Background: an optimization exercise with open tools, aiming at small area and a short achievable clock period. Do not read the settings as production practice.
RTL that was checked went through simulation tests only; none was proved equivalent to the original.
No functional check of the RTL was part of runs 1 and 2.
No activity file was given, so power comes from the tool's default toggle rates.

==> design/flow/design.v <==
`timescale 1ns/1ps
module fir_filter #(
    parameter DATA_WIDTH = 16,
    parameter TAPS       = 8
)(
    input  wire                      clk,
    input  wire                      rst,
    input  wire [DATA_WIDTH-1:0]     s_axis_tdata,
    input  wire                      s_axis_tvalid,
    output wire                      s_axis_tready,   
    input  wire                      s_axis_tlast,
    output reg  [DATA_WIDTH-1:0]     m_axis_tdata,
    output reg                       m_axis_tvalid,
    input  wire                      m_axis_tready,   
    output reg                       m_axis_tlast
);
    reg [15:0] s0, s1, t, r1, r2, r3, r4, r5, r6;
    reg       flushing;
    reg [2:0] flush_count;
    assign s_axis_tready = !flushing;
    wire step = s_axis_tvalid | flushing;
    wire [15:0] x = flushing ? 16'd0 : s_axis_tdata;
    wire [15:0] y, nt, n1, n2, n3, n4, n5;
    fir_add3 #(15) a_y (.a(s0[14:0]), .b({s1[13:0], 1'b0}), .c(r1[15:1]), .s(y[15:1]));
    assign y[0] = r1[0];
    fir_add #(15) a_t (.a(s0[14:0]), .b(s0[15:1]), .s(nt[15:1]));
    assign nt[0] = s0[0];
    fir_add #(15) a_1 (.a(t[14:0]), .b(r2[15:1]), .s(n1[15:1]));
    assign n1[0] = r2[0];
    fir_add #(13) a_2 (.a(s1[12:0]), .b(r3[15:3]), .s(n2[15:3]));
    assign n2[2:0] = r3[2:0];
    fir_add #(15) a_3 (.a(t[14:0]), .b(r4[15:1]), .s(n3[15:1]));
    assign n3[0] = r4[0];
    fir_add #(14) a_4 (.a(s1[13:0]), .b(r5[15:2]), .s(n4[15:2]));
    assign n4[1:0] = r5[1:0];
    fir_add #(15) a_5 (.a(s1[14:0]), .b(r6[15:1]), .s(n5[15:1]));
    assign n5[0] = r6[0];
    always @(posedge clk) begin
        m_axis_tdata <= y;
        if (rst) begin
            s0 <= 0; s1 <= 0; t <= 0;
            r1 <= 0; r2 <= 0; r3 <= 0; r4 <= 0; r5 <= 0; r6 <= 0;
        end else if (step) begin
            s0 <= x;
            s1 <= s0;
            t  <= nt;
            r1 <= n1;
            r2 <= n2;
            r3 <= n3;
            r4 <= n4;
            r5 <= n5;
            r6 <= s1;
        end
        if (rst) begin
            m_axis_tvalid <= 0;
            m_axis_tlast  <= 0;
            flushing      <= 0;
            flush_count   <= 0;
        end else begin
            m_axis_tvalid <= step;
            m_axis_tlast  <= flushing && flush_count == 0;
            if (!flushing) begin
                if (s_axis_tvalid && s_axis_tlast) begin
                    flushing    <= 1;
                    flush_count <= 3'd7;
                end
            end else begin
                if (flush_count == 0)
                    flushing <= 0;
                flush_count <= flush_count - 1'b1;
            end
        end
    end
endmodule
module fir_add #(
    parameter W = 16
)(
    input  wire [W-1:0] a,
    input  wire [W-1:0] b,
    output wire [W-1:0] s
);
    localparam L = $clog2(W);
    wire [W-1:0] g [0:L];
    wire [W-1:0] p [0:L];
    assign g[0] = a & b;
    assign p[0] = a ^ b;
    genvar l, i;
    generate
        for (l = 0; l < L; l = l + 1) begin : lvl
            for (i = 0; i < W; i = i + 1) begin : bt
                if ((i >> l) & 1) begin : merge
                    localparam integer J = ((i >> l) << l) - 1;
                    assign g[l+1][i] = g[l][i] | (p[l][i] & g[l][J]);
                    assign p[l+1][i] = p[l][i] & p[l][J];
                end else begin : pass
                    assign g[l+1][i] = g[l][i];
                    assign p[l+1][i] = p[l][i];
                end
            end
        end
    endgenerate
    assign s = p[0] ^ {g[L][W-2:0], 1'b0};
endmodule
module fir_add3 #(
    parameter W = 16
)(
    input  wire [W-1:0] a,
    input  wire [W-1:0] b,
    input  wire [W-1:0] c,
    output wire [W-1:0] s
);
    wire [W-1:0] hs = a ^ b ^ c;
    wire [W-1:0] hc = (a & b) | (a & c) | (b & c);
    fir_add #(W) add (.a(hs), .b({hc[W-2:0], 1'b0}), .s(s));
endmodule
==> design/flow/flow/run.sh <==
#!/bin/bash
# Standard ORFS layout, with the port buffers made of plain buffers
# (buf_2) instead of delay cells, and the resizer free to swap a cell for
# one of another footprint. ORFS keeps each step's own log under orfs/logs.
set -euo pipefail
cat >> config.mk <<'EOC'
export BUFFER_PORTS_ARGS = -buffer_cell sky130_fd_sc_hd__buf_2
EOC
bash standard.sh MATCH_CELL_FOOTPRINT=0 finish > layout.log 2>&1
==> design/flow/standard.sh <==
#!/bin/bash
# synth_recipe.tcl (not shown) runs the flow's synth.tcl, then flattens the netlist and writes it again
# the make line also repeats each setting of config.mk as NAME=value (left out here)
make -C /OpenROAD-flow-scripts/flow DESIGN_CONFIG=/design/flow/config.mk WORK_HOME=/design/flow/orfs CLKGATE_MAP_FILE= SYNTH_SCRIPT=/design/flow/synth_recipe.tcl "${@:-finish}"
==> design/flow/config.mk <==
export PLATFORM = sky130hd
export DESIGN_NAME = fir_filter
export DESIGN_NICKNAME = fir_filter
export VERILOG_FILES = /design/flow/design.v
export SDC_FILE = /design/flow/constraint.sdc
export NUM_CORES = 4
export LEC_CHECK = 0
export ABC_CLOCK_PERIOD_IN_PS = 2500
export CAP_MARGIN = 20
export CORE_MARGIN = 2
export CORE_UTILIZATION = 40
export CTS_BUF_LIST = sky130_fd_sc_hd__clkbuf_8
export CTS_CLUSTER_SIZE = 30
export SETUP_SLACK_MARGIN = 4.5
export SLEW_MARGIN = 20
export BUFFER_PORTS_ARGS = -buffer_cell sky130_fd_sc_hd__buf_2
==> design/flow/constraint.sdc <==
create_clock -name core_clock -period 7.0 [get_ports {clk}]
set_input_delay 1.4000 -clock core_clock [delete_from_list [all_inputs] [get_ports {clk}]]
set_output_delay 1.4000 -clock core_clock [all_outputs]
set_load 0.01 [all_outputs]
==> impl_results.md, run 1 <==
* Number of cells on the worst reg-to-reg path at 8
* Beginning of the worst register-to-register path: r1[4]
* Count of flip-flops with a built-in enable after synthesis at 0
* Critical Path RT at 7380 ps
* Internal reg-to-reg setup slack at roughly 4400 ps
* Total nets after synthesis at 1,237
* Post-layout instance area at ~0.011 sq mm
* Critical path, cell by cell: fa_1 > ha_4 > o211ai_1 > o211ai_1 > buf_4 > a41oi_4 > or4b_1 > o311ai_1
* Final clock period utilization by the worst path at 36.6%
* Path type of the worst setup path: reg -> reg
* Final number of setup-violating endpoints at 0
* First drt pass iteration count at 4
* Pins over their slew limit at 0
* Worst R2R End: m_axis_tdata[14]
* Wire length of the first global-routing pass at 35,500 microns
* Remaining max-slew budget at the tightest pin at between 40% and 50%
* Highest ir drop seen on vdd at 0.110 mV
* Library cell appearing most often on the critical path: o211ai_1
* Number of antenna violations at the first check in global routing at 0
* Antenna viol nets, final at 0
* Switching power share of the total at between 30% and 40%
* Internal power component at 1.52 mW
* Via-to-Cell Ratio at between 5 and 6
* Antenna diode count at 0
* Die extent in x at 159 microns
* Vias in the first global route at 7,356
* Filler cells at 2,222
* Netlist area before placement at 0.00959 sq mm
* Total gr overflow at 0
* Sequential standard cell area at about 0.0033 sq mm
* Part of the power in combinational logic at 17.8%
* Floorplan row count at 56
* Unrepaired setup endpoints after global routing: true
* Slowest Stage Delay on Critical Path at 600 ps
* Asr flop ratio synth at 0%
* Count of boundary I/O pins at 40
* Arrival time at the worst endpoint at between 2000 and 3000 ps
* Most numerous cell in the Yosys netlist: nand2_1
* # H-tree levels at 4
* Buffers on Ports at 38
* Largest net degree at the start of global routing at 81
* Total instance count after detailed placement at 1,397
* Leakage at between 4 and 5 nW
* Fraction of the core area covered by cells at the end of the flow at a little under half
* Aggregate negative setup slack at 0 ps
* Number of nets in the layout at 1,294
* Clock transition at the registers of the reported paths at 90 ps
* Setup ws final at 4440 ps
* Placer's final routability congestion estimate at 0.795
* Fraction of layout instances using a drive strength above 1 at 18.3%
* Maximum buffer depth of the clock tree at 2
* Timing endpoint of the critical path: m_axis_tdata[14]
* Clock tree from TritonCTS: done
* Tot GR Track Use at 17.2%
* Slew at the pin closest to its max-slew limit at around 840 ps
* Root buffer selected by CTS: clkbuf_8
* Clock latency on the worst-skew pair at 480 ps
* Floorplan core area at 0.0235 sq mm
* Proportion of power drawn by flip-flops and latches at 47.7%
* Hold_ws at around 350 ps
* Clock network fraction of total power at 34.5%
* Number of sinks driven by the clock tree at about 160
* Area added between synthesis and finish at 17.4%
* Placement-stage worst setup slack at 3130 ps
* Overall power at 2.19 mW
* Synth top cells by count: 176 x nand2_1, 164 x dfxtp_1, 116 x a21oi_1
* Top cell type's share of synthesized area at between 30 and 40%
* Seq/Total Area, Yosys at 34.2%
* Initial DRC Count at 332
* Dominant cell type by area after synthesis: dfxtp_1
* Critical Path End Type: register
* Cell with the biggest individual delay on the critical path: fa_1
* Power density over cell area at 194 mW/mm^2
* Number of hold-repair buffers added at the cts stage at 0
* Remaining routing DRC violations at 0
* Result of the run: timing/DRC/antenna clean
* Final number of hold-violating endpoints at 0
* Number of buffers created by CTS at 17
* Synth unique cells at 61
* Cell types with the largest area share after synthesis: dfxtp_1 34%, ha_1 12%, fa_1 8.4%, nand2_1 6.9%, a21oi_1 6.1%
* Category of the worst setup path launch point: register
* Area occupied by multi-input gates at 0.00621 sq mm
* Achievable frequency at 390 MHz
* Number of flip-flops and latches in the synthesized netlist at between 150 and 200
* Fin crit period at 2560 ps
* Min-delay src: r1[0]
* Cells after synthesis at 1,086
* Number of warnings printed during yosys synthesis at 4
* Placed wire-length estimate at 14,200 microns
* CP max FO at 4
* Crit path from: r1[4]
* Final wirelength at 21,800 microns
* Average wire per cell in the routed design at 14.8 microns
* Leading register cell type out of synthesis: dfxtp_1
* Net switching power figure at 0.668 mW
* Placement Cell Area at 0.0100 sq mm
* Initial core utilization at 40.8%
* Syn avg cell area at ~8.8 sq um
* Count of vias placed by the detailed router at around 7,700
* Count of placed standard cells in the final layout, fillers left out at 1,475
* Number of max-cap violations at 0
* Die Y-Extent at 159 microns
* Clock skew at 16.8 ps
* Floorplan die area at 0.0252 sq mm
* Hold WC Path Type: reg -> reg
[cell usage in the layout, fill, tap and decap left out, types with 18 or more instances in the layout]
cell type    n
nor3_1      21
buf_4       38
o21ai_0     18
a21o_1      21
xnor2_1     33
a21oi_1    105
fa_1        30
mux2i_1     18
ha_1        82
nor2_1      55
nand2_1    175
buf_2       35
inv_1       62
dfxtp_1    143
[worst min path at each step]
stage	endpoint	slack (ps)	cells after the start
2_1_floorplan	m_axis_tdata[0]	330	0
3_3_place_gp	m_axis_tdata[0]	330	0
3_5_place_dp	m_axis_tdata[0]	340	0
4_1_cts	m_axis_tdata[0]	360	0
5_1_grt	m_axis_tdata[0]	370	0
6_report	m_axis_tdata[0]	350	0
[routing by layer]
| metal | part of all wire (%) | vias to the layer above | track usage (%) |
|---|---|---|---|
| li1 | - | 3921 | - |
| met1 | 48 | 3651 | 22.8 |
| met2 | 48 | 82 | 29.0 |
| met3 | 2.3 | 21 | 2.43 |
| met4 | 1.4 | 0 | 5.42 |
| met5 | 0 | - | 0 |
[registers in the layout, indices dropped and copies added, names as in the netlist]
name,cells
s1,16
flush_count,3
r6,16
s0,16
r3,16
flushing,1
m_axis_tvalid,1
r2,16
t,14
m_axis_tdata,16
m_axis_tlast,1
r5,16
r4,16
r1,16
[area by class of cell]
class	instances	share of cell area, %
Inverter	63	2.12
Tap cell	319	3.55
Multi-Input combinational cell	810	55.2
Clock buffer	17	2.08
Timing Repair Buffer	87	5.64
Sequential cell	164	29.7
Clock inverter	15	1.73
[power by group through the flow]
stage	Combinational [mW]	Sequential (mW)	Clock (mW)
3_3_place_gp	0.341	1.07	0
5_1_grt	0.436	1.05	0.812
4_1_cts	0.378	1.04	0.777
6_report	0.389	1.04	0.756
2_1_floorplan	0.258	1.07	0
3_5_place_dp	0.345	1.07	0
[cells by family after synthesis]
family          share of synthesized area [%]
flops                                    34.2
compound gates                           18.5
mux                                      1.88
simple gates                             16.3
xor+xnor                                 4.29
fa+ha+maj                                20.1
buf+inv                                  4.63
[repair_timing]
| action | 4_1_cts | 5_1_grt |
|---|---|---|
| gates resized for setup | 78 | 51 |
| setup endpoints to repair | 136 | 31 |
| buffers inserted | 33 | 11 |
| cloned | 2 | 0 |
| pin swaps | 35 | 39 |
[critical path: cells and delay by family (launching register included)]
kind                       cells  cell delay, ps
AOI/OAI and AO/OA              4             670
adders and majority gates      2             830
buffers and inverters          1             170
DFF                            1             350
and+or+nand+nor                1             460
==> inputs of run 2 (changes only) <==
--- a/design/flow/config.mk
+++ b/design/flow/config.mk
@@ -13,3 +13,3 @@
 export CTS_CLUSTER_SIZE = 30
-export SETUP_SLACK_MARGIN = 4.5
+export SETUP_SLACK_MARGIN = 5
 export SLEW_MARGIN = 20
==> impl_results.md, run 2 <==
* Die Y-Extent at 159 microns
* Total instance count after detailed placement at between 1,000 and 1,500
* Path type of the worst setup path: reg -> reg
* Number of cells on the worst reg-to-reg path at 9
* Count of placed standard cells in the final layout, fillers left out at 1,561
* Filler cells at 1,952
* Number of warnings printed during yosys synthesis at 4
* Category of the worst setup path launch point: register
* Result of the run: timing/DRC/antenna clean
* Final number of setup-violating endpoints at 0
* Top cell type's share of synthesized area at 34.2%
* Cells after synthesis at 1,086
* Synth unique cells at slightly above 60
* Power density over cell area at between 150 and 200 mW/mm^2
* Number of flip-flops and latches in the synthesized netlist at 164
* Final wirelength at approximately 29,000 microns
* Final number of hold-violating endpoints at 0
* Clock transition at the registers of the reported paths at around 100 ps
* Clock skew at between 15 and 20 ps
* Hold WC Path Type: reg -> reg
* Critical Path End Type: register
* Achievable frequency at ~390 MHz
* Critical Path RT at 7390 ps
* Total nets after synthesis at 1,237
* XOR/XNOR Fraction of Synth Area at around 4.3%
* Initial core utilization at 40.8%
* Maximum buffer depth of the clock tree at 2
* Unrepaired setup endpoints after global routing: true
* Cell types with the largest area share after synthesis: dfxtp_1 34%, ha_1 12%, fa_1 8.4%, nand2_1 6.9%, a21oi_1 6.1%
* Floorplan core area at 0.0235 sq mm
* Number of antenna violations at the first check in global routing at 0
* # H-tree levels at 4
* Count of vias placed by the detailed router at 8,515
* CP max FO at 7
* Antenna viol nets, final at 0
* Netlist area before placement at 0.00959 sq mm
* Synth top cells by count: 176 x nand2_1, 164 x dfxtp_1, 116 x a21oi_1
* Fraction of layout instances using a drive strength above 1 at 39.0%
* Remaining max-slew budget at the tightest pin at 65.3%
* Initial DRC Count at 540
* Pins over their slew limit at 0
* Fin crit period at 2600 ps
* Seq/Total Area, Yosys at 34.2%
* Total gr overflow at 0
* Floorplan die area at 0.0252 sq mm
* Syn avg cell area at slightly below 9 sq um
* Count of boundary I/O pins at 40
* Root buffer selected by CTS: clkbuf_8
* Arrival time at the worst endpoint at 2990 ps
* Most frequent standard cell in the layout excluding fill and tap cells: nand2_1
* Tot GR Track Use at 21.7%
* Vias in the first global route at 8,242
* Number of max-cap violations at 0
* Commonest non-fill, non-tap cells in the layout: 135 x nand2_1, 133 x dfxtp_1, 77 x ha_1
* Largest family of logic cells by synthesized area: adder cells
* Via-to-Cell Ratio at about 5.5
* Floorplan row count at 56
* Share of cell area taken by muxes after synthesis at 1.88%
* Clock latency on the worst-skew pair at 480 ps
* Antenna diode count at 0
* Placer's final routability congestion estimate at slightly below 0.8
* Leakage at 5.62 nW
* Aggregate negative setup slack at 0 ps
* Clock tree from TritonCTS: done
* Fraction of the mapped netlist area in adder cells at 20.1%
* Remaining routing DRC violations at 0
* Final clock period utilization by the worst path at ~37%
* Wire length of the first global-routing pass at 43,600 microns
* Placed wire-length estimate at roughly 14,000 microns
* Post-synthesis share of cell area spent on and, or, nand and nor gates at 16.3%
* Most numerous cell in the Yosys netlist: nand2_1
* Dominant cell type by area after synthesis: dfxtp_1
* First drt pass iteration count at 5
* Slew at the pin closest to its max-slew limit at 518 ps
* Share of the synthesized area in compound gates (AO/OA/AOI/OAI) at 18.5%
* Average wire per cell in the routed design at 18.8 microns
* Asr flop ratio synth at 0%
* Highest ir drop seen on vdd at approximately 0.12 mV
* Cell depth of the worst hold path at 0
* Leading register cell type out of synthesis: dfxtp_1
* Area added between synthesis and finish at 40.8%
* Die extent in x at 159 microns
* Number of nets in the layout at roughly 1,400
* Count of flip-flops with a built-in enable after synthesis at 0
* Largest net degree at the start of global routing at between 60 and 70
* Buffers on Ports at 38
* Number of sinks driven by the clock tree at around 160
* Number of buffers created by CTS at 17
## run 2: cell counts after synthesis
No cell type changed its count.
## run 2: cell families (layout without fill, tap and decap cells)
group	after synthesis	count (layout)
AND/OR/NAND/NOR	341	345
flip-flops	164	164
AO/OA/AOI/OAI	272	272
XOR/XNOR	47	47
buffers and inverters	114	266
adder cells (fa/ha/maj)	130	130
multiplexers	18	18
## run 2: layer usage
metal	vias to the layer above	routed length (microns)	global-route usage [%]
met5	-	0	0
met3	54	1210	3.42
li1	4094	-	-
met4	0	699	6.13
met1	4160	13600	29.8
met2	207	13800	35.3
## run 2: final timing paths
path / startpoint / endpoint / slack (ps)
setup / recovery: s1[0] / r1[9] / 4400
hold / removal: r1[0] / m_axis_tdata[0] / 360
setup reg to reg: s1[0] / r1[9] / 4400
hold reg to reg: r1[0] / m_axis_tdata[0] / 360
## run 2: per-stage QoR
step	utilization, %	instance area (sq um)	hold WS (ps)	setup slack, ps	total power, mW
2_1_floorplan	-	10000	331	4620	1.35
3_3_place_gp	43.4	10200	346	2980	1.42
3_5_place_dp	43.4	10200	350	2950	1.43
4_1_cts	52.4	12300	364	4420	2.27
5_1_grt	57.5	13500	374	4330	2.46
6_report	57.5	13500	362	4400	2.36
## run 2: area by class of cell
| cell class | instances | area, sq um | share of cell area (%) |
|---|---|---|---|
| Sequential cell | 164 | 3360 | 24.9 |
| Clock buffer | 18 | 248 | 1.83 |
| Inverter | 63 | 241 | 1.79 |
| Tap cell | 319 | 399 | 2.96 |
| Timing Repair Buffer | 171 | 1900 | 14.0 |
| Clock inverter | 14 | 151 | 1.12 |
| Multi-Input combinational cell | 812 | 7210 | 53.4 |
## run 2: report_power, final
part | leakage [nW] | total (mW) | internal [mW] | switching [mW]
clock | 0.202 | 0.720 | 0.330 | 0.390
sequential | 1.36 | 1.05 | 0.997 | 0.0554
combinational | 4.06 | 0.587 | 0.276 | 0.311
## run 2: critical path, cell delays in order, from the launching register on
cell,delay (ps)
dfxtp_4,410
buf_6,130
ha_4,150
fa_2,390
a211oi_4,280
o21ai_2,110
a211o_1,320
nand2_2,110
fa_2,450
a211oi_2,170
## run 2: what timing repair did
action | in CTS | in global routing
cloned | 21 | 6
hold buffers | 0 | 0
setup endpoints to repair | 174 | 142
setup buffers | 73 | 34
resized for setup | 183 | 211
pin swaps | 100 | 146
==> inputs of run 3 (changes only) <==
--- a/design/flow/design.v
+++ b/design/flow/design.v
@@ -17,7 +17,7 @@
     reg [15:0] s0, s1, t, r1, r2, r3, r4, r5, r6;
-    reg       flushing;
+    reg       ready;
     reg [2:0] flush_count;
-    assign s_axis_tready = !flushing;
-    wire step = s_axis_tvalid | flushing;
-    wire [15:0] x = flushing ? 16'd0 : s_axis_tdata;
+    assign s_axis_tready = ready;
+    wire step = s_axis_tvalid | !ready;
+    wire [15:0] x = ready ? s_axis_tdata : 16'd0;
     wire [15:0] y, nt, n1, n2, n3, n4, n5;
@@ -56,3 +56,3 @@
             m_axis_tlast  <= 0;
-            flushing      <= 0;
+            ready         <= 1;
             flush_count   <= 0;
@@ -60,6 +60,6 @@
             m_axis_tvalid <= step;
-            m_axis_tlast  <= flushing && flush_count == 0;
-            if (!flushing) begin
+            m_axis_tlast  <= !ready && flush_count == 0;
+            if (ready) begin
                 if (s_axis_tvalid && s_axis_tlast) begin
-                    flushing    <= 1;
+                    ready       <= 0;
                     flush_count <= 3'd7;
@@ -68,3 +68,3 @@
                 if (flush_count == 0)
-                    flushing <= 0;
+                    ready <= 1;
                 flush_count <= flush_count - 1'b1;
--- a/design/flow/config.mk
+++ b/design/flow/config.mk
@@ -13,3 +13,3 @@
 export CTS_CLUSTER_SIZE = 30
-export SETUP_SLACK_MARGIN = 5
+export SETUP_SLACK_MARGIN = 4.5
 export SLEW_MARGIN = 20
==> impl_results.md, run 3 <==
* Antenna diode count at 0
* Share of cell area taken by muxes after synthesis at 1.79%
* Floorplan core area at about 0.023 sq mm
* Cell types with the largest area share after synthesis: dfxtp_1 35%, ha_1 12%, fa_1 8.4%, nand2_1 7.4%, a21oi_1 6.3%
* Final wirelength at between 20,000 and 25,000 microns
* Buffers on Ports at 38
* # H-tree levels at 4
* Number of antenna violations at the first check in global routing at 0
* Floorplan die area at between 0.02 and 0.025 sq mm
* Total gr overflow at 0
* Tot GR Track Use at 18.9%
* Number of flip-flops and latches in the synthesized netlist at roughly 160
* Most frequent standard cell in the layout excluding fill and tap cells: nand2_1
* Placed wire-length estimate at 14,800 microns
* Number of buffers created by CTS at 17
* Cells after synthesis at roughly 1,100
* Power density over cell area at 187 mW/mm^2
* Fraction of the core area covered by cells at the end of the flow at between 40 and 50%
* Total nets after synthesis at approximately 1,200
* Initial core utilization at between 40% and 50%
* Total instance count after detailed placement at roughly 1,400
* Wire length of the first global-routing pass at 37,600 microns
* Unrepaired setup endpoints after global routing: true
* Area added between synthesis and finish at 17.8%
* CP max FO at 4
* Path type of the worst setup path: reg -> reg
* Arrival time at the worst endpoint at 2930 ps
* Remaining max-slew budget at the tightest pin at slightly above 50%
* Seq/Total Area, Yosys at 34.6%
* Fraction of the mapped netlist area in adder cells at 20.3%
* Synth top cells by count: 186 x nand2_1, 164 x dfxtp_1, 119 x a21oi_1
* XOR/XNOR Fraction of Synth Area at 4.43%
* Highest ir drop seen on vdd at ~0.11 mV
* Hold WC Path Type: reg -> reg
* Clock latency on the worst-skew pair at 470 ps
* Switching power share of the total at 32.2%
* Average wire per cell in the routed design at 15.8 microns
* Part of the power in combinational logic at 18.8%
* Count of boundary I/O pins at 40
* Filler cells at ~2,300
* Clock network fraction of total power at a little under a third
* Net switching power figure at 0.673 mW
* Final clock period utilization by the worst path at 36.3%
* Antenna viol nets, final at 0
* Commonest non-fill, non-tap cells in the layout: 185 x nand2_1, 144 x dfxtp_1, 107 x a21oi_1
* Slowest Stage Delay on Critical Path at 460 ps
* Fraction of layout instances using a drive strength above 1 at 19.6%
* Min-delay src: r1[0]
* Pins over their slew limit at 0
* Internal reg-to-reg setup slack at 4460 ps
* Clock tree from TritonCTS: done
* Syn avg cell area at 8.79 sq um
* Root buffer selected by CTS: clkbuf_8
* Cell depth of the worst hold path at 0
* Share of the synthesized area in compound gates (AO/OA/AOI/OAI) at 18.3%
* Count of flip-flops with a built-in enable after synthesis at 0
* Largest family of logic cells by synthesized area: adder cells
* Via-to-Cell Ratio at 5.29
* Worst R2R End: t[9]
* Count of placed standard cells in the final layout, fillers left out at around 1,500
* Vias in the first global route at 7,503
* Beginning of the worst register-to-register path: s0[4]
* Initial DRC Count at 378
* Aggregate negative setup slack at 0 ps
* Netlist area before placement at 0.00950 sq mm
* Cell with the biggest individual delay on the critical path: o211ai_1
* Number of warnings printed during yosys synthesis at 4
* Synth unique cells at 63
* Overall power at 2.09 mW
* Leading register cell type out of synthesis: dfxtp_1
* Buffers and inverters on the worst path at 1
* Proportion of power drawn by flip-flops and latches at 50.0%
* Number of sinks driven by the clock tree at 164
* Critical Path RT at ~7400 ps
* Placer's final routability congestion estimate at ~0.80
* Number of cells on the worst reg-to-reg path at 9
* Leakage at 4.67 nW
* First drt pass iteration count at 5
* Final number of hold-violating endpoints at 0
* Top cell type's share of synthesized area at 34.6%
* Number of nets in the layout at 1,300
* Critical Path End Type: register
* Number of max-cap violations at 0
* Final number of setup-violating endpoints at 0
* Number of hold-repair buffers added at the cts stage at 0
* Die extent in x at 158 microns
* Die Y-Extent at 158 microns
* Internal power component at 1.41 mW
* Count of vias placed by the detailed router at 7,838
* Largest net degree at the start of global routing at 84
* Achievable frequency at 393 MHz
* Remaining routing DRC violations at 0
* Result of the run: timing/DRC/antenna clean
* Placement-stage worst setup slack at a little under 3000 ps
* Maximum buffer depth of the clock tree at 2
* Asr flop ratio synth at 0%
* CP top delay family: compound AO/OA/AOI/OAI gates
* End point of the worst hold path: m_axis_tdata[0]
* Clock transition at the registers of the reported paths at about 100 ps
* Most numerous cell in the Yosys netlist: nand2_1
* Fin crit period at 2540 ps
* Category of the worst setup path launch point: register
* Clock skew at 16.6 ps
* Dominant cell type by area after synthesis: dfxtp_1
* Setup ws final at about 4500 ps
* Post-synthesis share of cell area spent on and, or, nand and nor gates at between 15 and 20%
* Floorplan row count at 56
* Critical path, cell by cell: buf_4 > ha_1 > o211ai_1 > o21ai_2 > a21oi_2 > nor2b_1 > nor2_2 > fa_2 > a211oi_1
* Slew at the pin closest to its max-slew limit at roughly 740 ps
run 3: cell count changes in the layout (fill, tap and decap cells not counted), sizes merged, moves of 5 or more:
cell / change
nor2: -8
nand3b: -14
nand2: +10
clkbuf: -13
nor3: -5
nor3b: -8
a211o: -5
nand3: +22
inv: -5
buf: -64
a31oi: +5
run 3: kinds of logic after synthesis:
| family | count (synthesis) |
|---|---|
| flip-flops | 164 |
| AO/OA/AOI/OAI | 274 |
| XOR/XNOR | 48 |
| adder cells (fa/ha/maj) | 130 |
| AND/OR/NAND/NOR | 344 |
| multiplexers | 17 |
| buffers and inverters | 103 |
run 3: power groups by stage:
stage	clock network, mW	registers (mW)	logic (mW)
after global routing	0.717	1.05	0.439
after detailed placement	0	1.07	0.337
after floorplan	0	1.06	0.250
after global placement	0	1.07	0.330
after CTS	0.670	1.05	0.368
final	0.653	1.04	0.391
run 3: layout make-up:
type / count / area, sq um / share of cell area (%)
Clock buffer: 17 / 234 / 2.09
Clock inverter: 15 / 121 / 1.09
Inverter: 56 / 218 / 1.95
Multi-Input combinational cell: 815 / 6150 / 55.0
Sequential cell: 164 / 3340 / 29.9
Tap cell: 319 / 399 / 3.57
Timing Repair Buffer: 95 / 718 / 6.42
run 3: worst register-to-register path: stages, from the launching register on:
cell and delay [ps]:
dfxtp_4 360, buf_4 150, ha_1 320, o211ai_1 460, o21ai_2 160, a21oi_2 190
nor2b_1 70, nor2_2 120, fa_2 440, a211oi_1 190
run 3: per-stage QoR:
stage	hold WS, ps	cell area [sq um]
6_report	362	11200
5_1_grt	380	11200
4_1_cts	364	10800
3_5_place_dp	341	9930
3_3_place_gp	341	9930
2_1_floorplan	331	9540
run 3: worst max-delay path by stage:
stage                             start  endpoint  cells past startpoint
after floorplan           s_axis_tvalid    r1[15]                      6
after global placement    s_axis_tvalid    r1[14]                      6
after detailed placement  s_axis_tvalid    r1[14]                      6
after CTS                         s1[0]     r1[9]                      9
after global routing              s0[4]      t[9]                      9
final                             s0[4]      t[9]                      9
run 3: layer usage:
layer	track usage [%]	routed length, microns	vias to the layer above
met5	0	0	-
met4	4.89	301	0
met3	3.64	742	26
met2	30.8	11200	101
met1	25.6	11200	3779
li1	-	-	3932
run 3: timing repair:
item / 4_1_cts / 5_1_grt
pin swaps: 33 / 51
gates cloned: 3 / 0
endpoints found under the setup margin: 132 / 35
resized for setup: 69 / 66
buffers inserted: 37 / 14
==> inputs of run 4 (changes only) <==
--- a/design/flow/config.mk
+++ b/design/flow/config.mk
@@ -10,6 +10,8 @@
 export CORE_MARGIN = 2
-export CORE_UTILIZATION = 40
+export CORE_UTILIZATION = 55
 export CTS_BUF_LIST = sky130_fd_sc_hd__clkbuf_8
-export CTS_CLUSTER_SIZE = 30
-export SETUP_SLACK_MARGIN = 4.5
+export CTS_CLUSTER_DIAMETER = 60
+export CTS_CLUSTER_SIZE = 40
+export PLACE_DENSITY = 0.7
+export SETUP_SLACK_MARGIN = 4.6
 export SLEW_MARGIN = 20
==> impl_results.md, run 4 <==
* Buffers on Ports at 38
* Count of flip-flops with a built-in enable after synthesis at 0
* # H-tree levels at 4
* Initial core utilization at 55.7%
* Count of vias placed by the detailed router at 8,058
* Netlist area before placement at 0.00950 sq mm
* Root buffer selected by CTS: clkbuf_8
* Critical Path RT at ~7400 ps
* Floorplan core area at about 0.017 sq mm
* Floorplan die area at 0.0183 sq mm
* Critical Path End Type: register
* Number of sinks driven by the clock tree at 164
* Net switching power figure at about 0.67 mW
* Largest net degree at the start of global routing at approximately 100
* Tot GR Track Use at 26.4%
* Synth unique cells at 63
* Seq/Total Area, Yosys at roughly 35%
* Total gr overflow at 0
* Proportion of power drawn by flip-flops and latches at 48.4%
* Count of boundary I/O pins at 40
* Clock tree from TritonCTS: done
* Synth top cells by count: 186 x nand2_1, 164 x dfxtp_1, 119 x a21oi_1
* Commonest non-fill, non-tap cells in the layout: 185 x nand2_1, 143 x dfxtp_1, 104 x a21oi_1
* Sequential standard cell area at 0.00334 sq mm
* First drt pass iteration count at 5
* Via-to-Cell Ratio at 5.78
* Fraction of layout instances using a drive strength above 1 at 20.9%
* Syn avg cell area at between 8 and 9 sq um
* Placer's final routability congestion estimate at 0.816
* Final number of hold-violating endpoints at 0
* Antenna diode count at 0
* Number of flip-flops and latches in the synthesized netlist at 164
* Wire length of the first global-routing pass at 38,300 microns
* Average wire per cell in the routed design at about 17 microns
* Area added between synthesis and finish at 19.2%
* Clock latency on the worst-skew pair at 460 ps
* Final number of setup-violating endpoints at 0
* Number of antenna violations at the first check in global routing at 0
* Top cell type's share of synthesized area at 34.6%
* Fin crit period at between 2000 and 2500 ps
* Number of hold-repair buffers added at the cts stage at 0
* Clock skew at ~14 ps
* Highest ir drop seen on vdd at between 0.15 and 0.2 mV
* Number of buffers created by CTS at 17
* Cells after synthesis at 1,080
* Path type of the worst setup path: reg -> reg
* Internal power component at 1.49 mW
* Leading register cell type out of synthesis: dfxtp_1
* Die extent in x at approximately 140 microns
* Initial DRC Count at 538
* Result of the run: timing/DRC/antenna clean
* Filler cells at approximately 1,400
* Final clock period utilization by the worst path at a little over a third
* Number of max-cap violations at 0
* Dominant cell type by area after synthesis: dfxtp_1
* Category of the worst setup path launch point: register
* Most numerous cell in the Yosys netlist: nand2_1
* Part of the power in combinational logic at between 10% and 20%
* Most frequent standard cell in the layout excluding fill and tap cells: nand2_1
* Clock transition at the registers of the reported paths at roughly 100 ps
* Number of nets in the layout at 1,308
* Antenna viol nets, final at 0
* Placed wire-length estimate at 14,100 microns
* Remaining routing DRC violations at 0
* Aggregate negative setup slack at 0 ps
* Asr flop ratio synth at 0%
* Hold WC Path Type: reg -> reg
* Final wirelength at 24,100 microns
* Vias in the first global route at between 7,000 and 8,000
* Fraction of the core area covered by cells at the end of the flow at 66.4%
* Maximum buffer depth of the clock tree at 2
* Area occupied by multi-input gates at 0.00626 sq mm
* Arrival time at the worst endpoint at between 2000 and 3000 ps
* Power density over cell area at 190 mW/mm^2
* Pins over their slew limit at 0
* Clock network fraction of total power at 32.3%
* CP max FO at 8
* Switching power share of the total at a little over 30%
* Slew at the pin closest to its max-slew limit at 814 ps
* Number of warnings printed during yosys synthesis at 4
* Remaining max-slew budget at the tightest pin at 45.6%
* Leakage at 4.76 nW
* Die Y-Extent at 135 microns
* Total nets after synthesis at 1,231
* Cell types with the largest area share after synthesis: dfxtp_1 35%, ha_1 12%, fa_1 8.4%, nand2_1 7.4%, a21oi_1 6.3%
* Floorplan row count at 48
* Unrepaired setup endpoints after global routing: true
* Achievable frequency at 402 MHz
-- run 4: cell counts after synthesis --
No cell type changed its count.
-- run 4: stage by stage --
step	hold WS [ps]	std cells	instance area [sq um]	setup slack (ps)	total power, mW
after floorplan	331	1080	9590	4470	1.32
after global placement	346	1300	9840	3020	1.40
after detailed placement	344	1300	9840	2990	1.40
after CTS	360	1383	11000	4490	2.14
after global routing	374	1395	11300	4420	2.27
final	358	1395	11300	4510	2.16
-- run 4: kinds of logic after synthesis --
family,Yosys count,synth area share (%)
AO/OA/AOI/OAI,274,18.3
buffers and inverters,103,4.65
XOR/XNOR,48,4.43
multiplexers,17,1.79
AND/OR/NAND/NOR,344,16.0
adder cells (fa/ha/maj),130,20.3
flip-flops,164,34.6
-- run 4: layout make-up --
type	count	share of cell area, %
clock buffer	17	2.07
clock inverter	15	1.40
inverter	56	1.92
multi-input combinational	817	55.3
sequential	164	29.5
tap	225	2.49
timing repair buffer	101	7.36
-- run 4: metal layers --
layer | vias up | global-route usage, % | wire, microns
met5 | - | 0 | 0
met4 | 0 | 9.32 | 686
met3 | 49 | 5.13 | 961
met2 | 171 | 44.5 | 11800
met1 | 3871 | 34.0 | 10700
li1 | 3967 | - | -
-- run 4: final timing paths --
check / start / end / slack, ps / depth (start not counted)
worst max-delay path: s1[0] / r5[9] / 4510 / 9
worst min-delay path: r1[0] / m_axis_tdata[0] / 360 / 0
worst max register to register: s1[0] / r5[9] / 4510 / 9
worst min register to register: r1[0] / m_axis_tdata[0] / 360 / 0
-- run 4: repair_timing --
| action | in CTS | in global routing |
|---|---|---|
| cloned | 5 | 1 |
| buffers inserted | 46 | 11 |
| pin swaps | 54 | 48 |
| gates resized for setup | 95 | 35 |
| setup endpoints to repair | 135 | 33 |
-- run 4: worst max-delay path, stage by stage (launching register included) --
cell and delay (ps):
dfxtp_4 410, ha_2 210, fa_2 370, a211oi_4 270, o21ai_2 100, a21oi_2 190
nor2b_1 60, nor2_1 140, fa_2 460, a211oi_2 180
-- run 4: power groups by stage --
stage	Clock [mW]	Combinational, mW	Sequential [mW]
2_1_floorplan	0	0.253	1.07
3_3_place_gp	0	0.326	1.07
3_5_place_dp	0	0.334	1.07
4_1_cts	0.711	0.387	1.04
5_1_grt	0.757	0.458	1.05
6_report	0.697	0.415	1.04
==> inputs of run 5 (changes only) <==
==> design/flow/flow/run.sh (replaced) <==
#!/bin/bash
# Standard ORFS layout, except: the port buffers are plain buffers (buf_2)
# instead of delay cells, the resizer may swap a cell for one of another
# footprint, and CTS adds no dummy loads to balance the clock tree.
# ORFS keeps each step's own log under orfs/logs; make's output goes to layout.log.
set -euo pipefail
cat >> config.mk <<'EOC'
export BUFFER_PORTS_ARGS = -buffer_cell sky130_fd_sc_hd__buf_2
export CTS_ARGS = -sink_clustering_enable -repair_clock_nets -dont_use_dummy_load -sink_clustering_size 30 -buf_list sky130_fd_sc_hd__clkbuf_8
EOC
bash standard.sh MATCH_CELL_FOOTPRINT=0 finish > layout.log 2>&1
--- a/design/flow/config.mk
+++ b/design/flow/config.mk
@@ -10,9 +10,8 @@
 export CORE_MARGIN = 2
-export CORE_UTILIZATION = 55
+export CORE_UTILIZATION = 40
 export CTS_BUF_LIST = sky130_fd_sc_hd__clkbuf_8
-export CTS_CLUSTER_DIAMETER = 60
-export CTS_CLUSTER_SIZE = 40
-export PLACE_DENSITY = 0.7
-export SETUP_SLACK_MARGIN = 4.6
+export CTS_CLUSTER_SIZE = 30
+export SETUP_SLACK_MARGIN = 4.5
 export SLEW_MARGIN = 20
 export BUFFER_PORTS_ARGS = -buffer_cell sky130_fd_sc_hd__buf_2
+export CTS_ARGS = -sink_clustering_enable -repair_clock_nets -dont_use_dummy_load -sink_clustering_size 30 -buf_list sky130_fd_sc_hd__clkbuf_8
==> impl_results.md, run 5 <==
* Result of the run: timing/DRC/antenna clean
* Seq/Total Area, Yosys at 34.6%
* Final wirelength at 23,100 microns
* Number of warnings printed during yosys synthesis at 4
* Slew at the pin closest to its max-slew limit at 749 ps
* Number of hold-repair buffers added at the cts stage at 0
* Syn avg cell area at around 9 sq um
* Total length of routed met2 wires at roughly 11,000 microns
* Remaining max-slew budget at the tightest pin at 50.1%
* Clock tree from TritonCTS: done
* Count of vias placed by the detailed router at 7,744
* First drt pass iteration count at 4
* Vias in the first global route at 7,461
* Maximum buffer depth of the clock tree at 2
* # H-tree levels at 4
* Number of nets in the layout at 1,300
* Number of max-cap violations at 0
* Floorplan die area at 0.0250 sq mm
* Final number of setup-violating endpoints at 0
* Placer's final routability congestion estimate at between 0.8 and 0.9
* Unrepaired setup endpoints after global routing: true
* Placement-stage worst setup slack at 2980 ps
* Clock latency on the worst-skew pair at 470 ps
* Met3 wire length at 586 microns
* Placed wire-length estimate at 14,800 microns
* Aggregate negative setup slack at 0 ps
* Floorplan row count at 56
* Asr flop ratio synth at 0%
* Final clock period utilization by the worst path at between 30 and 40%
* Count of flip-flops with a built-in enable after synthesis at 0
* Top cell type's share of synthesized area at 34.6%
* Total gr overflow at 0
* Number of flip-flops and latches in the synthesized netlist at 164
* Initial DRC Count at 371
* Leakage at 4.61 nW
* Die Y-Extent at 158 microns
* Die extent in x at about 160 microns
* Arrival time at the worst endpoint at 2850 ps
* Total nets after synthesis at 1,231
* Fin crit period at 2490 ps
* Antenna viol nets, final at 0
* Leading register cell type out of synthesis: dfxtp_1
* Setup ws final at ~4500 ps
* Number of antenna violations at the first check in global routing at 0
* Average wire per cell in the routed design at between 15 and 20 microns
* Highest ir drop seen on vdd at 0.108 mV
* Buffers on Ports at 38
* Wire length of the first global-routing pass at roughly 37,000 microns
* Path type of the worst setup path: in -> reg
* Most numerous cell in the Yosys netlist: nand2_1
* Final number of hold-violating endpoints at 0
* Via-to-Cell Ratio at approximately 5.3
* Antenna diode count at 0
* Category of the worst setup path launch point: input port
* Netlist area before placement at 0.00950 sq mm
* Synth top cells by count: 186 x nand2_1, 164 x dfxtp_1, 119 x a21oi_1
* Root buffer selected by CTS: clkbuf_8
* Synth unique cells at 63
* Power density over cell area at 177 mW/mm^2
* CP max FO at 21
* Commonest non-fill, non-tap cells in the layout: 185 x nand2_1, 149 x dfxtp_1, 106 x a21oi_1
* Cell with the biggest individual delay on the critical path: or4_1
* Cell types with the largest area share after synthesis: dfxtp_1 35%, ha_1 12%, fa_1 8.4%, nand2_1 7.4%, a21oi_1 6.3%
* Most frequent standard cell in the layout excluding fill and tap cells: nand2_1
* Dominant cell type by area after synthesis: dfxtp_1
* Slowest Stage Delay on Critical Path at 440 ps
* Remaining routing DRC violations at 0
* Critical path, cell by cell: buf_12 > nand2b_4 > nand2_8 > or3_1 > or4_1 > o211ai_1
* Clock skew at roughly 34 ps
* Count of boundary I/O pins at 40
* Number of buffers created by CTS at 17
* Hold WC Path Type: reg -> reg
* Cells after synthesis at 1,080
* Clock transition at the registers of the reported paths at 80 ps
* Area added between synthesis and finish at 16.7%
* Achievable frequency at about 400 MHz
* Floorplan core area at 0.0234 sq mm
* Critical Path RT at 7360 ps
* Critical Path End Type: register
* Fraction of layout instances using a drive strength above 1 at 18.3%
* Top Layer Used: met4
* Pins over their slew limit at 0
* Largest net degree at the start of global routing at 84
* Wire length on met1 at 11,200 microns
* Number of sinks driven by the clock tree at 164
* Initial core utilization at 40.6%
* Overall power at 1.96 mW
* Tot GR Track Use at between 10% and 20%
run 5: changes by cell type in the layout (fill, tap and decap cells not counted), sizes merged:
cell      previous run  this run
buf                 99        94
bufinv               2         0
clkbuf              19        18
clkinv               4         0
clkinvlp             5         2
inv                 60        54
nor2                54        52
run 5: critical path: cells and delay by family:
family	cells	cell delay (ps)
AND/OR/NAND/NOR	4	1130
buffers and inverters	1	170
AO/OA/AOI/OAI	1	130
run 5: report_power, final:
part	leakage [nW]	internal (mW)	switching, mW
Clock	0.122	0.215	0.309
Combinational	3.14	0.165	0.226
Sequential	1.35	0.995	0.0485
Total	4.61	1.38	0.584
run 5: worst paths after layout:
check	from	to	slack [ps]	cells past startpoint
max reg2reg	s1[0]	r5[9]	4520	9
min	r1[0]	m_axis_tdata[0]	370	0
min reg2reg	r1[0]	m_axis_tdata[0]	370	0
max	s_axis_tvalid	r1[15]	4510	6
run 5: metrics by stage:
stage	utilization (%)	hold WS (ps)	instance area, sq um	instances
floorplan	-	331	9540	1080
global placement	42.5	341	9930	1395
detailed placement	42.5	341	9930	1395
CTS	45.7	378	10700	1454
global route	47.3	386	11100	1466
finish	47.3	373	11100	1466
run 5: what timing repair did:
item                       4_1_cts  5_1_grt
hold endpoints to repair         0        0
buffers inserted                39       12
setup endpoints to repair      135       36
pin swaps                       35       53
resized for setup               69       63
cloned                           3        0
run 5: routing by layer:
metal | vias to the layer above | global-route usage [%]
met5 | - | 0
met4 | 0 | 4.89
met3 | 25 | 3.42
met2 | 81 | 30.4
met1 | 3721 | 25.3
li1 | 3917 | -
run 5: cell type report:
type                       count  area [sq um]
sequential                   164          3330
clock buffer                  17           234
timing repair buffer          95           732
fill                        2350         12300
inverter                      56           218
multi-input combinational    815          6170
tap                          319           399
run 5: cell families after synthesis:
logic type / Yosys count / share of synthesized area (%)
and+or+nand+nor: 344 / 16.0
xor gates and xnor gates: 48 / 4.43
adders and majority gates: 130 / 20.3
AOI/OAI and AO/OA: 274 / 18.3
buffers and inverters: 103 / 4.65
DFF: 164 / 34.6
muxes: 17 / 1.79
==> inputs of run 6 (changes only) <==
--- a/design/flow/config.mk
+++ b/design/flow/config.mk
@@ -13,3 +13,3 @@
 export CTS_CLUSTER_SIZE = 30
-export SETUP_SLACK_MARGIN = 4.5
+export SETUP_SLACK_MARGIN = 4.75
 export SLEW_MARGIN = 20
==> impl_results.md, run 6 <==
* Clock skew at 30.2 ps
* Unrepaired setup endpoints after global routing: true
* Count of flip-flops with a built-in enable after synthesis at 0
* Commonest non-fill, non-tap cells in the layout: 184 x nand2_1, 138 x dfxtp_1, 102 x a21oi_1
* Largest net degree at the start of global routing at between 60 and 70
* Library cell appearing most often on the critical path: fa_2
* Count of vias placed by the detailed router at just over 8,000
* Dominant cell type by area after synthesis: dfxtp_1
* Critical Path End Type: register
* Result of the run: timing/DRC/antenna clean
* Number of max-cap violations at 0
* Remaining max-slew budget at the tightest pin at approximately 42%
* Total instance count after detailed placement at 1,396
* Slowest Stage Delay on Critical Path at 450 ps
* Floorplan row count at 56
* Final wirelength at about 26,000 microns
* Maximum buffer depth of the clock tree at 2
* Average wire per cell in the routed design at 17.5 microns
* Number of cells on the worst reg-to-reg path at 9
* Fin crit period at roughly 2500 ps
* Placement Cell Area at 0.0100 sq mm
* Initial core utilization at 40.6%
* Seq/Total Area, Yosys at roughly a third
* Tot GR Track Use at 20.8%
* Most numerous cell in the Yosys netlist: nand2_1
* Total nets after synthesis at 1,231
* Final number of setup-violating endpoints at 0
* Buffers on Ports at 38
* Cell depth of the worst hold path at 0
* Internal reg-to-reg setup slack at 4500 ps
* Power density over cell area at 174 mW/mm^2
* Leakage at roughly 4.8 nW
* Asr flop ratio synth at 0%
* Clock transition at the registers of the reported paths at 80 ps
* Fraction of layout instances using a drive strength above 1 at between 20% and 30%
* Clock latency on the worst-skew pair at 470 ps
* Netlist area before placement at 0.00950 sq mm
* Arrival time at the worst endpoint at roughly 2900 ps
* Cells after synthesis at about 1,100
* Root buffer selected by CTS: clkbuf_8
* Post-layout instance area at 0.0117 sq mm
* # H-tree levels at 4
* Count of placed standard cells in the final layout, fillers left out at 1,491
* Hold WC Path Type: reg -> reg
* Overall power at 2.03 mW
* Aggregate negative setup slack at 0 ps
* Die Y-Extent at about 160 microns
* Top cell type's share of synthesized area at 34.6%
* Total gr overflow at 0
* Critical Path RT at 7370 ps
* Pins over their slew limit at 0
* Critical path, cell by cell: ha_4 > fa_2 > a211oi_4 > o21ai_2 > a21oi_2 > nor2b_1 > nor2_2 > fa_2 > a211oi_2
* Floorplan core area at 0.0234 sq mm
* Antenna diode count at 0
* Antenna viol nets, final at 0
* Most frequent standard cell in the layout excluding fill and tap cells: nand2_1
* Number of flip-flops and latches in the synthesized netlist at 164
* Leading register cell type out of synthesis: dfxtp_1
* Achievable frequency at roughly 400 MHz
* Placed wire-length estimate at 14,700 microns
* Synth top cells by count: 186 x nand2_1, 164 x dfxtp_1, 119 x a21oi_1
* Number of nets in the layout at 1,325
* Remaining routing DRC violations at 0
* Syn avg cell area at 8.79 sq um
* Fraction of the core area covered by cells at the end of the flow at 49.9%
* Cell types with the largest area share after synthesis: dfxtp_1 35%, ha_1 12%, fa_1 8.4%, nand2_1 7.4%, a21oi_1 6.3%
* First drt pass iteration count at 5
* Number of sinks driven by the clock tree at 164
* Vias in the first global route at ~7,500
* Count of boundary I/O pins at 40
* Wire length of the first global-routing pass at around 40,000 microns
* Floorplan die area at ~0.025 sq mm
* Path type of the worst setup path: reg -> reg
* Slew at the pin closest to its max-slew limit at between 800 and 900 ps
* Final number of hold-violating endpoints at 0
* Setup ws final at 4500 ps
* Placement-stage worst setup slack at 2880 ps
* Final clock period utilization by the worst path at 35.8%
* Synth unique cells at 63
* CP max FO at 8
* Via-to-Cell Ratio at 5.40
* Area added between synthesis and finish at 22.9%
* Die extent in x at 158 microns
* Initial DRC Count at slightly below 500
* Clock tree from TritonCTS: done
* Hold_ws at 357 ps
* Placer's final routability congestion estimate at 0.810
* Category of the worst setup path launch point: register
* Number of warnings printed during yosys synthesis at 4
* Cell with the biggest individual delay on the critical path: fa_2
* Number of buffers created by CTS at 17
* Number of hold-repair buffers added at the cts stage at 0
* Highest ir drop seen on vdd at 0.109 mV
* Number of antenna violations at the first check in global routing at 0
[run 6: per-layer routing]
metal | share of wire, % | vias to the layer above | track usage, %
met5 | 0 | - | 0
met1 | 48 | 3898 | 29.2
met3 | 3.2 | 28 | 3.28
li1 | - | 3972 | -
met4 | 1.4 | 0 | 5.45
met2 | 48 | 158 | 33.4
[run 6: final timing paths]
kind          from              end
min          r1[0]  m_axis_tdata[0]
min reg2reg  r1[0]  m_axis_tdata[0]
max          s1[0]            r1[9]
max reg2reg  s1[0]            r1[9]
[run 6: kinds of logic after synthesis]
family	share of synthesized area, %
adders and majority gates	20.3
and+or+nand+nor	16.0
DFF	34.6
xor gates and xnor gates	4.43
AOI/OAI and AO/OA	18.3
muxes	1.79
buffers and inverters	4.65
[run 6: power by group]
part	switching [mW]	total [mW]	leakage, nW	internal (mW)
logic	0.248	0.445	3.37	0.197
registers	0.0497	1.05	1.35	0.996
clock network	0.320	0.535	0.122	0.215
total	0.618	2.03	4.84	1.41
[run 6: worst max-delay path: cells and delay by family (launching register included)]
family | cells | cell delay [ps]
fa+ha+maj | 3 | 1000
compound gates | 4 | 790
flops | 1 | 400
simple gates | 2 | 230
[run 6: layout make-up]
class                   count  area, sq um
inverters                  56          218
well taps                 319          399
clock buffers              17          234
multi-input cells         817         6360
fillers                  2262        11700
flip-flops and latches    164         3340
repair buffers            118         1120
[run 6: what timing repair did]
action	4_1_cts	5_1_grt
endpoints found under the setup margin	171	65
buffers inserted	42	24
gates resized for setup	92	65
pin swaps	57	74
gates cloned	10	2
==> inputs of run 7 (changes only) <==
--- a/design/flow/config.mk
+++ b/design/flow/config.mk
@@ -7,3 +7,3 @@
 export LEC_CHECK = 0
-export ABC_CLOCK_PERIOD_IN_PS = 2500
+export ABC_AREA = 1
 export CAP_MARGIN = 20
@@ -13,3 +13,3 @@
 export CTS_CLUSTER_SIZE = 30
-export SETUP_SLACK_MARGIN = 4.75
+export SETUP_SLACK_MARGIN = 4.5
 export SLEW_MARGIN = 20
==> impl_results.md, run 7 <==
* Result of the run: timing/DRC/antenna clean
* Netlist area before placement at 0.00970 sq mm
* Total gr overflow at 0
* Commonest non-fill, non-tap cells in the layout: 228 x nand2_1, 174 x nor2_1, 160 x inv_1
* Critical path, cell by cell: clkbuf_4 > nor2_8 > inv_8 > buf_16 > nand3_1 > nand2_1 > inv_1
* Synth top cells by count: 234 x nand2_1, 174 x nor2_1, 164 x dfxtp_1
* Filler cells at 2,432
* Final number of hold-violating endpoints at 0
* Placed wire-length estimate at 14,500 microns
* Most frequent standard cell in the layout excluding fill and tap cells: nand2_1
* Average wire per cell in the routed design at 13.7 microns
* Final wirelength at 22,300 microns
* Arrival time at the worst endpoint at about 2800 ps
* Slew at the pin closest to its max-slew limit at 638 ps
* Power density over cell area at between 200 and 250 mW/mm^2
* Leading register cell type out of synthesis: dfxtp_1
* Syn avg cell area at 7.51 sq um
* Seq/Total Area, Yosys at 33.8%
* Floorplan core area at between 0.02 and 0.025 sq mm
* Cell types with the largest area share after synthesis: dfxtp_1 34%, ha_1 12%, nand2_1 9.1%, fa_1 8.3%, nor2_1 6.7%
* Floorplan row count at 56
* Category of the worst setup path launch point: input port
* Final clock period utilization by the worst path at 35.0%
* Root buffer selected by CTS: clkbuf_8
* Wire length of the first global-routing pass at 37,400 microns
* Largest net degree at the start of global routing at 89
* Die extent in x at 160 microns
* Asr flop ratio synth at 0%
* Slowest Stage Delay on Critical Path at 340 ps
* Critical Path RT at 7340 ps
* CP max FO at 67
* Internal reg-to-reg setup slack at 4630 ps
* Aggregate negative setup slack at 0 ps
* Total nets after synthesis at 1,442
* Initial core utilization at 41.1%
* Placer's final routability congestion estimate at 0.798
* Remaining routing DRC violations at 0
* Number of sinks driven by the clock tree at between 150 and 200
* Cells after synthesis at 1,291
* Hold WC Path Type: reg -> reg
* Maximum buffer depth of the clock tree at 2
* # H-tree levels at 4
* Antenna viol nets, final at 0
* Area added between synthesis and finish at 8.62%
* Floorplan die area at roughly 0.026 sq mm
* Count of boundary I/O pins at 40
* Via-to-Cell Ratio at 4.85
* Buffers on Ports at 38
* Die Y-Extent at 160 microns
* Highest ir drop seen on vdd at 0.124 mV
* Clock latency on the worst-skew pair at 460 ps
* Clock tree from TritonCTS: done
* Number of hold-repair buffers added at the cts stage at 0
* Critical Path End Type: register
* Leakage at 5.28 nW
* Clock skew at 36.0 ps
* Fraction of layout instances using a drive strength above 1 at 7.48%
* Number of warnings printed during yosys synthesis at 4
* Synth unique cells at 30
* Count of vias placed by the detailed router at 7,913
* Final number of setup-violating endpoints at 0
* Number of buffers created by CTS at 17
* Path type of the worst setup path: in -> reg
* Area occupied by multi-input gates at 0.00565 sq mm
* Pins over their slew limit at 0
* Cell with the biggest individual delay on the critical path: clkbuf_4
* Initial DRC Count at 372
* Sequential standard cell area at 0.00330 sq mm
* Tot GR Track Use at 18.0%
* Top cell type's share of synthesized area at 33.8%
* Number of flip-flops and latches in the synthesized netlist at 164
* Vias in the first global route at ~7,600
* Antenna diode count at 0
* Number of max-cap violations at 0
* Dominant cell type by area after synthesis: dfxtp_1
* Clock transition at the registers of the reported paths at 100 ps
* Most numerous cell in the Yosys netlist: nand2_1
* Number of nets in the layout at 1,464
* First drt pass iteration count at 5
* Fin crit period at 2450 ps
* Number of antenna violations at the first check in global routing at 0
* Count of flip-flops with a built-in enable after synthesis at 0
* Remaining max-slew budget at the tightest pin at 57.4%
* Achievable frequency at 409 MHz
* Overall power at 2.31 mW
* Hold_ws at 368 ps
* Unrepaired setup endpoints after global routing: false
[run 7: cell count changes in the layout (fill, tap and decap cells not counted), sizes merged, moves of 9 or more]
cell / delta
a211oi: -25
a21o: -17
a31oi: -9
buf: -67
inv: +109
mux2i: -17
nand2: +48
nand3: +32
nor2: +124
nor3: -15
o211ai: -18
o21ai: +93
or3: -12
xnor2: -14
[run 7: logic make-up after synthesis]
logic type,count (synthesis),share of synthesized area (%)
AO/OA/AOI/OAI,258,13.8
buffers and inverters,209,8.64
AND/OR/NAND/NOR,492,20.4
XOR/XNOR,38,3.43
adder cells (fa/ha/maj),130,19.9
flip-flops,164,33.8
[run 7: layout make-up]
class | instances | area share, %
clock buffers | 17 | 2.22
inverters | 163 | 5.93
multi-input cells | 921 | 53.6
flip-flops and latches | 164 | 31.4
well taps | 319 | 3.79
repair buffers | 46 | 3.12
[run 7: stage by stage]
step / utilization, % / setup WS [ps] / cell area [sq um] / cells
after floorplan: - / 4640 / 9700 / 1291
after global placement: 42.7 / 2760 / 10100 / 1604
after detailed placement: 42.7 / 2690 / 10100 / 1604
after CTS: 44.2 / 4510 / 10400 / 1627
after global routing: 44.6 / 4500 / 10500 / 1630
final: 44.6 / 4550 / 10500 / 1630
[run 7: power by group]
group | internal (mW) | switching, mW
combinational | 0.259 | 0.383
sequential | 1.06 | 0.0863
clock | 0.215 | 0.312
total | 1.53 | 0.781
[run 7: repair_timing]
| action | in CTS | in global routing |
|---|---|---|
| pin swaps | 2 | 2 |
| gates cloned | 4 | 1 |
| setup buffers | 2 | 1 |
| resized for setup | 26 | 17 |
| setup endpoints to repair | 134 | 22 |
[run 7: routing by layer]
layer / global-route usage (%) / vias up / part of all wire [%]
met4: 3.88 / 0 / 0.75
met5: 0 / - / 0
li1: - / 4171 / -
met3: 2.60 / 14 / 3.0
met2: 29.2 / 98 / 45
met1: 25.5 / 3630 / 52
[run 7: critical path, delay by kind of cell]
family,cells,cell delay [ps]
and+or+nand+nor,3,350
buffers and inverters,4,980
[run 7: final timing paths]
check	cells past startpoint	endpoint	from
setup / recovery	7	t[14]	s_axis_tvalid
hold / removal	0	m_axis_tdata[0]	r1[0]
setup reg to reg	9	m_axis_tdata[9]	s1[3]
hold reg to reg	0	m_axis_tdata[0]	r1[0]
==> inputs of run 8 (changes only) <==
--- a/design/flow/config.mk
+++ b/design/flow/config.mk
@@ -13,3 +13,3 @@
 export CTS_CLUSTER_SIZE = 30
-export SETUP_SLACK_MARGIN = 4.5
+export SETUP_SLACK_MARGIN = 4.85
 export SLEW_MARGIN = 20
==> impl_results.md, run 8 <==
* Dominant cell type by area after synthesis: dfxtp_1
* Initial core utilization at 41.1%
* Count of flip-flops with a built-in enable after synthesis at 0
* Most frequent standard cell in the layout excluding fill and tap cells: nand2_1
* Sequential standard cell area at 0.00334 sq mm
* Clock latency on the worst-skew pair at 470 ps
* Power density over cell area at 209 mW/mm^2
* Unrepaired setup endpoints after global routing: true
* Remaining routing DRC violations at 0
* CP max FO at 2
* Remaining max-slew budget at the tightest pin at 70.2%
* First drt pass iteration count at 5
* Final number of setup-violating endpoints at 0
* Seq/Total Area, Yosys at 33.8%
* Cells after synthesis at 1,291
* Floorplan die area at about 0.026 sq mm
* Count of boundary I/O pins at 40
* Critical Path End Type: register
* Syn avg cell area at 7.51 sq um
* Fin crit period at between 2000 and 2500 ps
* Average wire per cell in the routed design at 14.2 microns
* Via-to-Cell Ratio at 4.93
* Aggregate negative setup slack at 0 ps
* Commonest non-fill, non-tap cells in the layout: 200 x nand2_1, 173 x nor2_1, 148 x inv_1
* Antenna diode count at 0
* Leading register cell type out of synthesis: dfxtp_1
* Top cell type's share of synthesized area at 33.8%
* Clock transition at the registers of the reported paths at 100 ps
* Final number of hold-violating endpoints at 0
* Hold WC Path Type: reg -> reg
* Most numerous cell in the Yosys netlist: nand2_1
* Total gr overflow at 0
* Fraction of layout instances using a drive strength above 1 at a little under a fifth
* Largest net degree at the start of global routing at 55
* Vias in the first global route at between 7,000 and 8,000
* Arrival time at the worst endpoint at approximately 2700 ps
* Filler cells at around 2,300
* Floorplan core area at 0.0236 sq mm
* Number of max-cap violations at 0
* Result of the run: timing/DRC/antenna clean
* Number of sinks driven by the clock tree at 164
* Netlist area before placement at 0.00970 sq mm
* Number of antenna violations at the first check in global routing at 0
* Maximum buffer depth of the clock tree at 2
* Number of warnings printed during yosys synthesis at 4
* Final wirelength at 23,800 microns
* Pins over their slew limit at 0
* Placed wire-length estimate at 14,500 microns
* Cell types with the largest area share after synthesis: dfxtp_1 34%, ha_1 12%, nand2_1 9.1%, fa_1 8.3%, nor2_1 6.7%
* Overall power at about 2.4 mW
* Area added between synthesis and finish at 20.0%
* Path type of the worst setup path: reg -> reg
* Category of the worst setup path launch point: register
* Tot GR Track Use at 18.2%
* Area occupied by multi-input gates at 0.00615 sq mm
* Wire length of the first global-routing pass at 37,900 microns
* Synth top cells by count: 234 x nand2_1, 174 x nor2_1, 164 x dfxtp_1
* Clock tree from TritonCTS: done
* Achievable frequency at ~420 MHz
* Asr flop ratio synth at 0%
* Die extent in x at 160 microns
* Die Y-Extent at 160 microns
* Placer's final routability congestion estimate at about 0.81
* Clock skew at 43.8 ps
* Count of vias placed by the detailed router at 8,221
* Buffers on Ports at 38
* Floorplan row count at 56
* Final clock period utilization by the worst path at between 30% and 40%
* # H-tree levels at 4
* Root buffer selected by CTS: clkbuf_8
* Synth unique cells at 30
* Initial DRC Count at 330
* Highest ir drop seen on vdd at between 0.1 and 0.15 mV
* Total nets after synthesis at ~1,400
* Number of flip-flops and latches in the synthesized netlist at 164
* Leakage at 5.73 nW
* Number of nets in the layout at 1,502
* Slew at the pin closest to its max-slew limit at 446 ps
* Number of buffers created by CTS at 17
* Critical Path RT at 7360 ps
* Antenna viol nets, final at 0
-- run 8: changes by cell type in the layout (fill, tap and decap cells not counted), moves of 13 or more --
cell     change
nand2_1     -28
fa_2        +18
a21oi_1     -18
o21ai_1     +35
buf_4       +18
buf_6       +17
dfxtp_1     -13
nand2_4     +18
fa_1        -18
o21ai_0     -39
a21oi_2     +18
-- run 8: layout make-up --
type	instances	share of cell area, %
inverter	163	5.73
tap	319	3.43
timing repair buffer	83	6.90
sequential	164	28.7
timing repair inverter	3	0.366
clock buffer	17	2.01
multi-input combinational	919	52.8
-- run 8: path summary, 6_finish.rpt --
| kind | start | endpoint | slack [ps] | cells past startpoint |
|---|---|---|---|---|
| hold / removal | r1[0] | m_axis_tdata[0] | 360 | 0 |
| setup / recovery | s0[4] | m_axis_tdata[9] | 4630 | 9 |
| hold reg to reg | r1[0] | m_axis_tdata[0] | 360 | 0 |
| setup reg to reg | s0[4] | m_axis_tdata[9] | 4630 | 9 |
-- run 8: layer usage --
| layer | part of all wire [%] | track usage [%] | wire length (microns) | vias up |
|---|---|---|---|---|
| li1 | - | - | - | 4245 |
| met1 | 48 | 24.9 | 11400 | 3842 |
| met2 | 47 | 30.6 | 11200 | 109 |
| met3 | 3.5 | 2.91 | 820 | 25 |
| met4 | 1.1 | 3.60 | 253 | 0 |
| met5 | 0 | 0 | 0 | - |
-- run 8: kinds of logic after synthesis --
kind of cell | synth area share [%]
compound gates | 13.8
flops | 33.8
xor+xnor | 3.43
buf+inv | 8.64
fa+ha+maj | 19.9
simple gates | 20.4
-- run 8: timing repair --
item,in CTS,in global routing
pin swaps,33,40
hold endpoints to repair,0,0
cloned,6,4
setup endpoints to repair,157,90
gates resized for setup,113,105
setup buffers,24,11
hold buffers,0,0
-- run 8: where the power goes --
part,internal (mW),leakage [nW],switching (mW)
clock network,0.215,0.122,0.314
logic,0.327,4.24,0.428
registers,1.06,1.37,0.0865
-- run 8: critical path, cell delays in order (launching register included) --
cell and delay [ps]:
dfxtp_4 370, inv_4 30, fa_1 550, inv_2 60, ha_4 260, nand4_1 120, o21ai_4 250, inv_2 60
fa_2 520, inv_1 40
-- run 8: through the flow --
stage / utilization (%) / worst slack (ps) / cells / instance area, sq um / hold WS [ps]
2_1_floorplan: - / 4740 / 1291 / 9820 / 331
3_3_place_gp: 43.1 / 3110 / 1606 / 10200 / 340
4_1_cts: 46.9 / 4620 / 1653 / 11100 / 362
5_1_grt: 49.3 / 4550 / 1668 / 11600 / 377
3_5_place_dp: 43.1 / 3090 / 1606 / 10200 / 344
6_report: 49.3 / 4630 / 1668 / 11600 / 357

port drivers added, routing unchanged:
Ports are ideal in the flow. The routed layouts listed here were re-timed in OpenROAD. Step 1 (the two cells are an assumption about what drives the block):
set clk [get_ports {clk}]
set_driving_cell -lib_cell sky130_fd_sc_hd__clkbuf_16 $clk
set_driving_cell -lib_cell sky130_fd_sc_hd__buf_2 [delete_from_list [all_inputs] $clk]
Step 2 moves the port delays by t, midway between the first and last clock arrival at a register: inputs arrive t later, outputs are due t later. That takes back most of the time a late clock gives input paths. a / b / c = ideal ports / drivers / drivers and shift; a / b = the first two.
run | shift t [ns] | slack for setup (ns) | hold slack, ns | worst register clock-pin slew, ns | cell pins on the clock port's net
run 1 | 0.507 | 4.438 / 4.438 / 4.087 | 0.355 / 0.355 / 0.355 | 0.10 / 0.10 | 1
run 2 | 0.508 | 4.403 / 4.403 / 4.228 | 0.362 / 0.362 / 0.362 | 0.10 / 0.10 | 1
run 3 | 0.503 | 4.456 / 4.456 / 4.012 | 0.362 / 0.362 / 0.362 | 0.10 / 0.10 | 1
run 4 | 0.500 | 4.512 / 4.512 / 4.062 | 0.358 / 0.358 / 0.358 | 0.10 / 0.10 | 1
run 5 | 0.493 | 4.506 / 4.486 / 3.993 | 0.373 / 0.373 / 0.373 | 0.10 / 0.10 | 1
run 6 | 0.493 | 4.495 / 4.462 / 3.969 | 0.357 / 0.357 / 0.357 | 0.10 / 0.10 | 1
run 7 | 0.485 | 4.553 / 4.535 / 4.086 | 0.368 / 0.368 / 0.368 | 0.10 / 0.10 | 1
run 8 | 0.492 | 4.627 / 4.611 / 4.400 | 0.357 / 0.357 / 0.357 | 0.10 / 0.10 | 1
After both steps every run listed still meets setup and hold. For run 6, which loses most, drivers alone change the setup slack by -0.033 ns; drivers and shift together by -0.526 ns.
